Source: an optimization exercise on an open RTL-to-GDS flow (aim: small area and a short achievable clock period). Production flows keep margins and buffers that such runs may drop.
Only simulation tests tie the RTL to the original design; equivalence was not proved.
No activity file was given, so power comes from the tool's default toggle rates.

## run a
==> flow/design.v <==
`timescale 1ns / 1ps
module add32(a, b, ci, s);
    input  [31:0] a, b;
    input         ci;
    output [31:0] s;
    wire [31:0] p = a ^ b;
    wire [31:0] gl [0:5];
    wire [31:0] pl [0:5];
    assign gl[0] = a & b;
    assign pl[0] = p;
    genvar l, i;
    generate for (l = 0; l < 5; l = l + 1) begin : lvl
        for (i = 0; i < 32; i = i + 1) begin : bit_
            if (i >= (1 << l)) begin : op
                assign gl[l+1][i] = gl[l][i] | (pl[l][i] & gl[l][i - (1 << l)]);
                assign pl[l+1][i] = pl[l][i] & pl[l][i - (1 << l)];
            end else begin : pass
                assign gl[l+1][i] = gl[l][i];
                assign pl[l+1][i] = pl[l][i];
            end
        end
    end endgenerate
    wire [31:0] c = gl[5] | (pl[5] & {32{ci}});
    assign s = p ^ {c[30:0], ci};
endmodule
`timescale 1ns / 1ps
module Riscv(
    input         clk,
    input         rst,
    output [31:0] imem_addr,
    input  [31:0] imem_rdata,
    output [31:0] dmem_addr,
    output        dmem_re,
    output        dmem_we,
    output [31:0] dmem_wdata,
    input  [31:0] dmem_rdata,
    output        wb_we,
    output [4:0]  wb_rd,
    output [31:0] wb_data
);
reg  [31:1] fa;             
reg  [31:25] ir_hi;         
reg  [11:7]  ir_rd;         
reg  [31:0]  ar;            
reg  [31:0]  yr;            
reg  [31:0]  v2r;           
reg          c_l, c_s, c_b, c_bz, c_we, c_fw;    
reg          c_sub, c_sgn, s_sum, s_lt, s_and, s_or, s_sl, s_sr;
reg  [31:0]  xr;            
reg  [31:0]  br;            
reg          ex_ld, ex_st, ex_tk, ex_we;
reg  [4:0]   ex_rd;
reg  [31:0]  wb;
reg          wb_v;
reg  [4:0]   wb_a;
reg  [32*32-1:32] rf;       
wire kill = rst | ex_tk;
wire [31:0] res;
wire [31:0] f = imem_rdata;
wire [4:0]  f_op  = f[6:2];
wire [2:0]  f_f3  = f[14:12];
wire [4:0]  f_rs1 = f[19:15];
wire [4:0]  f_rs2 = f[24:20];
wire f_r = (f_op == 5'b01100);
wire f_i = (f_op == 5'b00100);
wire f_l = (f_op == 5'b00000);
wire f_s = (f_op == 5'b01000);
wire f_b = (f_op == 5'b11000);
wire f_sub = f_r && ((f_f3 == 3'b000 && f[30]) || f_f3 == 3'b010) || f_i && f_f3 == 3'b010;
wire [4:0] n_rd = kill ? 5'd31 : ir_rd;
wire       n_fw = !kill && c_fw;
wire       n_ld = !kill && c_l;
wire m1 = f_r && !n_ld && (n_rd == f_rs1);
wire m2 = f_r && !n_ld && (n_rd == f_rs2);
reg [31:0] rd1, rd2;
integer k;
always @(*) begin
    rd1 = 32'd0;
    rd2 = 32'd0;
    for (k = 1; k < 32; k = k + 1) begin
        rd1 = rd1 | ({32{f_rs1 == k}} & rf[32*k +: 32]);
        rd2 = rd2 | ({32{f_rs2 == k}} & rf[32*k +: 32]);
    end
end
wire [31:0] v1 = rd1;
wire [31:0] v2 = rd2;
wire [31:0] f_imm = {{20{f[31]}}, f[31:25], f_s ? f[11:7] : f[24:20]};
wire a_res = m1 && n_fw;
wire a_reg = !m1;
wire y_res = m2 && n_fw;
wire y_reg = f_r && !m2;
wire y_imm = !f_r;
wire [31:0] a_nx = ({32{a_res}} & res) | ({32{a_reg}} & v1);
wire [31:0] y_nx = ({32{y_res}} & res) | ({32{y_reg}} & v2) | ({32{y_imm}} & f_imm);
always @(posedge clk) begin
    ar    <= a_nx;
    yr    <= y_nx;
    v2r   <= v2;
    ir_hi <= f[31:25];
    ir_rd <= rst ? 5'd31 : f[11:7];
    c_l   <= !rst && f_l;
    c_s   <= !rst && f_s;
    c_b   <= !rst && f_b;
    c_we  <= !rst && (f_r || f_i || f_l);
    c_fw  <= !rst && (f_r || f_i || f_s);
    c_bz  <= (f_f3 == 3'b000);
    c_sub <= f_sub;
    c_sgn <= f_i;
    s_sum <= (f_r || f_i) && f_f3 == 3'b000 || f_l && (f_f3 == 3'b000 || f_f3 == 3'b010)
             || f_s && f_f3 == 3'b010;
    s_lt  <= (f_r || f_i) && f_f3 == 3'b010;
    s_and <= f_r && f_f3 == 3'b111;
    s_or  <= f_r && f_f3 == 3'b110;
    s_sl  <= f_r && f_f3 == 3'b001;
    s_sr  <= f_r && f_f3 == 3'b101;
    fa    <= rst ? 31'd0 : next_fa;
end
wire [31:0] imm_b = {{20{ir_hi[31]}}, ir_rd[7], ir_hi[30:25], ir_rd[11:8], 1'b0};
wire [31:0] a = ar;
wire [31:0] y = yr;
wire [31:0] sum;
add32 alu_add(.a(a), .b(y ^ {32{c_sub}}), .ci(c_sub), .s(sum));
wire        lt  = (a[31] != y[31]) ? (c_sgn ? a[31] : y[31]) : sum[31];
wire        big = |y[31:5];
wire [31:0] a_rev;
genvar g;
generate for (g = 0; g < 32; g = g + 1) begin : rev_a
    assign a_rev[g] = a[31-g];
end endgenerate
wire [31:0] sh_in = s_sl ? a_rev : a;
wire [31:0] sh    = sh_in >> y[4:0];
wire [31:0] sh_rev;
generate for (g = 0; g < 32; g = g + 1) begin : rev_s
    assign sh_rev[g] = sh[31-g];
end endgenerate
assign res = ({32{s_sum}} & sum)
           | {31'd0, s_lt & lt}
           | ({32{s_and}} & (a & y))
           | ({32{s_or}}  & (a | y))
           | ({32{s_sl && !big}} & sh_rev)
           | ({32{s_sr && !big}} & sh);
wire        tk_now = !kill && c_b && (ar == v2r);
wire [31:1] tgt    = c_bz ? (fa + imm_b[31:1]) : 31'd0;
wire [31:1] next_fa = tk_now ? tgt : fa + 31'd2;
always @(posedge clk) begin
    xr    <= res;
    br    <= v2r;
    ex_ld <= !kill && c_l;
    ex_st <= !kill && c_s;
    ex_tk <= tk_now;
    ex_we <= !kill && c_we;
    ex_rd <= ir_rd;
end
assign imem_addr  = {fa, 1'b0};
assign dmem_addr  = xr;
assign dmem_re    = ex_ld;
assign dmem_we    = ex_st;
assign dmem_wdata = br;
wire [31:0] wdata = ex_ld ? dmem_rdata : xr;
wire        wen   = !rst && ex_we;
always @(posedge clk) begin
    wb   <= wdata;
    wb_v <= wen;
    wb_a <= ex_rd;
end
genvar r;
generate for (r = 1; r < 32; r = r + 1) begin : regs
    always @(posedge clk)
        if (wen && ex_rd == r)
            rf[32*r +: 32] <= wdata;
end endgenerate
assign wb_we   = wb_v;
assign wb_rd   = wb_a;
assign wb_data = wb;
endmodule
clock: 8.0 ns
lec_check: 0
cap_margin: 20
core_margin: 2
core_utilization: 40
cts_buf_list: sky130_fd_sc_hd__clkbuf_16
cts_cluster_diameter: 100
cts_cluster_size: 24
setup_slack_margin: 5
slew_margin: 20
synth_hierarchical: 1
tns_end_percent: 20
run.sh (not shown) runs the stock make flow with config.mk's settings and CLKGATE_MAP_FILE= SYNTH_SCRIPT=/design/flow/synth_recipe.tcl, a recipe that flattens the netlist after the stock synthesis.
The final layout from run a, which completed every stage, passed the timing, design-rule and antenna checks at the end of the flow.
Setup changes, run a to run b
Settings: TNS_END_PERCENT now 0, was 20.
## What came out
- Looking at start-to-end type of the worst setup path, the reg2reg result is from run a; the in2reg one comes from run b.
- Run a -> run b: cell row count delta 0, exact match
- Pin slew with the least headroom to its limit | run b below run a
- Run b vs run a: worst setup slack down
- Between run a and run b, detailed-route wire length decreased.

---

run 1:
Another version of the RTL of Riscv (not shown whole).
For scale: roughly 4300 cells after synthesis, roughly 1200 flip-flops, about 200 I/O pins, ~56000 µm² of cells after synthesis.
make LEC_CHECK=0 CAP_MARGIN=20 CORE_MARGIN=2 CORE_UTILIZATION=40 SETUP_SLACK_MARGIN=5 SLEW_MARGIN=20 finish   # period 8.0 ns
Changes in run 2 relative to run 1:
Settings: SETUP_SLACK_MARGIN: 5 -> 4.
## What came out
Run 2 finished every stage and its layout cleared the timing, design-rule and antenna checks.
Delta (run 2 minus run 1): utilization fell 5.0 points; clock buffer count in the final layout has increased; number of violations of the max-capacitance limit ~0 delta.
Looking at run 1 and run 2, the instance count after placement with tap cells included is a wash.

---

Riscv, a different RTL version from the one above (not shown whole).
For scale: about 4400 cells after synthesis, roughly 0.057 sq mm of cells after synthesis.
Settings: LEC_CHECK=0, CAP_MARGIN=20, CORE_MARGIN=2, CORE_UTILIZATION=40, CTS_BUF_LIST=sky130_fd_sc_hd__clkbuf_16, CTS_CLUSTER_DIAMETER=100, CTS_CLUSTER_SIZE=24, SETUP_SLACK_MARGIN=5, SLEW_MARGIN=20, TNS_END_PERCENT=0; clock period 8.0 ns.
The starting point produced a clean layout.
Rerun with:
SYNTH_HIERARCHICAL = 1   (was not set)
What happened: Worst setup slack degrades by 430 ps; global-route usage rose by 1.6 points; register-to-register slack got worse by 440 ps; via count goes up slightly; routed wire length grows by a few percent; total power rose slightly; core utilization fell by 0.23 points; critical path depth does not change; final cell count fell slightly.

## afterwards: timing with drivers on the ports
The flow's constraints put no driver on any port. The routed layouts listed below were extracted and timed again, unchanged, in two steps. Step 1 sets driving cells, clkbuf_16 on the clock port and buf_2 on the other inputs (assumed; they add their load-dependent delay and slew). Step 2 adds t to the input delays and takes it off the output delays; t is the mean of the earliest and latest rising clock arrival at the registers after step 1. Input paths then give back, and output paths get back, about the clock's delay inside the block. a / b / c = ideal ports / drivers / drivers and shift; a / b = the first two.
run | t, ns | slack for setup (ns) | hold WS [ns] | worst setup path after step 2
run a | 0.847 | 4.151 / 4.151 / 3.674 | 0.369 / 0.369 / 0.369 | input to register
run b | 0.762 | 3.961 / 3.989 / 3.243 | 0.359 / 0.359 / 0.359 | input to register
run 1 | 0.847 | 4.053 / 4.053 / 3.912 | 0.326 / 0.326 / 0.326 | input to register
run 2 | 0.875 | 3.792 / 3.792 / 3.000 | 0.328 / 0.328 / 0.328 | input to register
the first run of note 3 | 0.776 | 4.362 / 4.364 / 3.588 | 0.375 / 0.375 / 0.375 | input to register
the second run of note 3 | 0.793 | 3.931 / 3.942 / 3.149 | 0.372 / 0.372 / 0.372 | input to register
After both steps setup and hold are still met in every run listed. The setup slack of run 2, which loses most, moves by 0.000 ns with the drivers and by -0.792 ns with both steps.
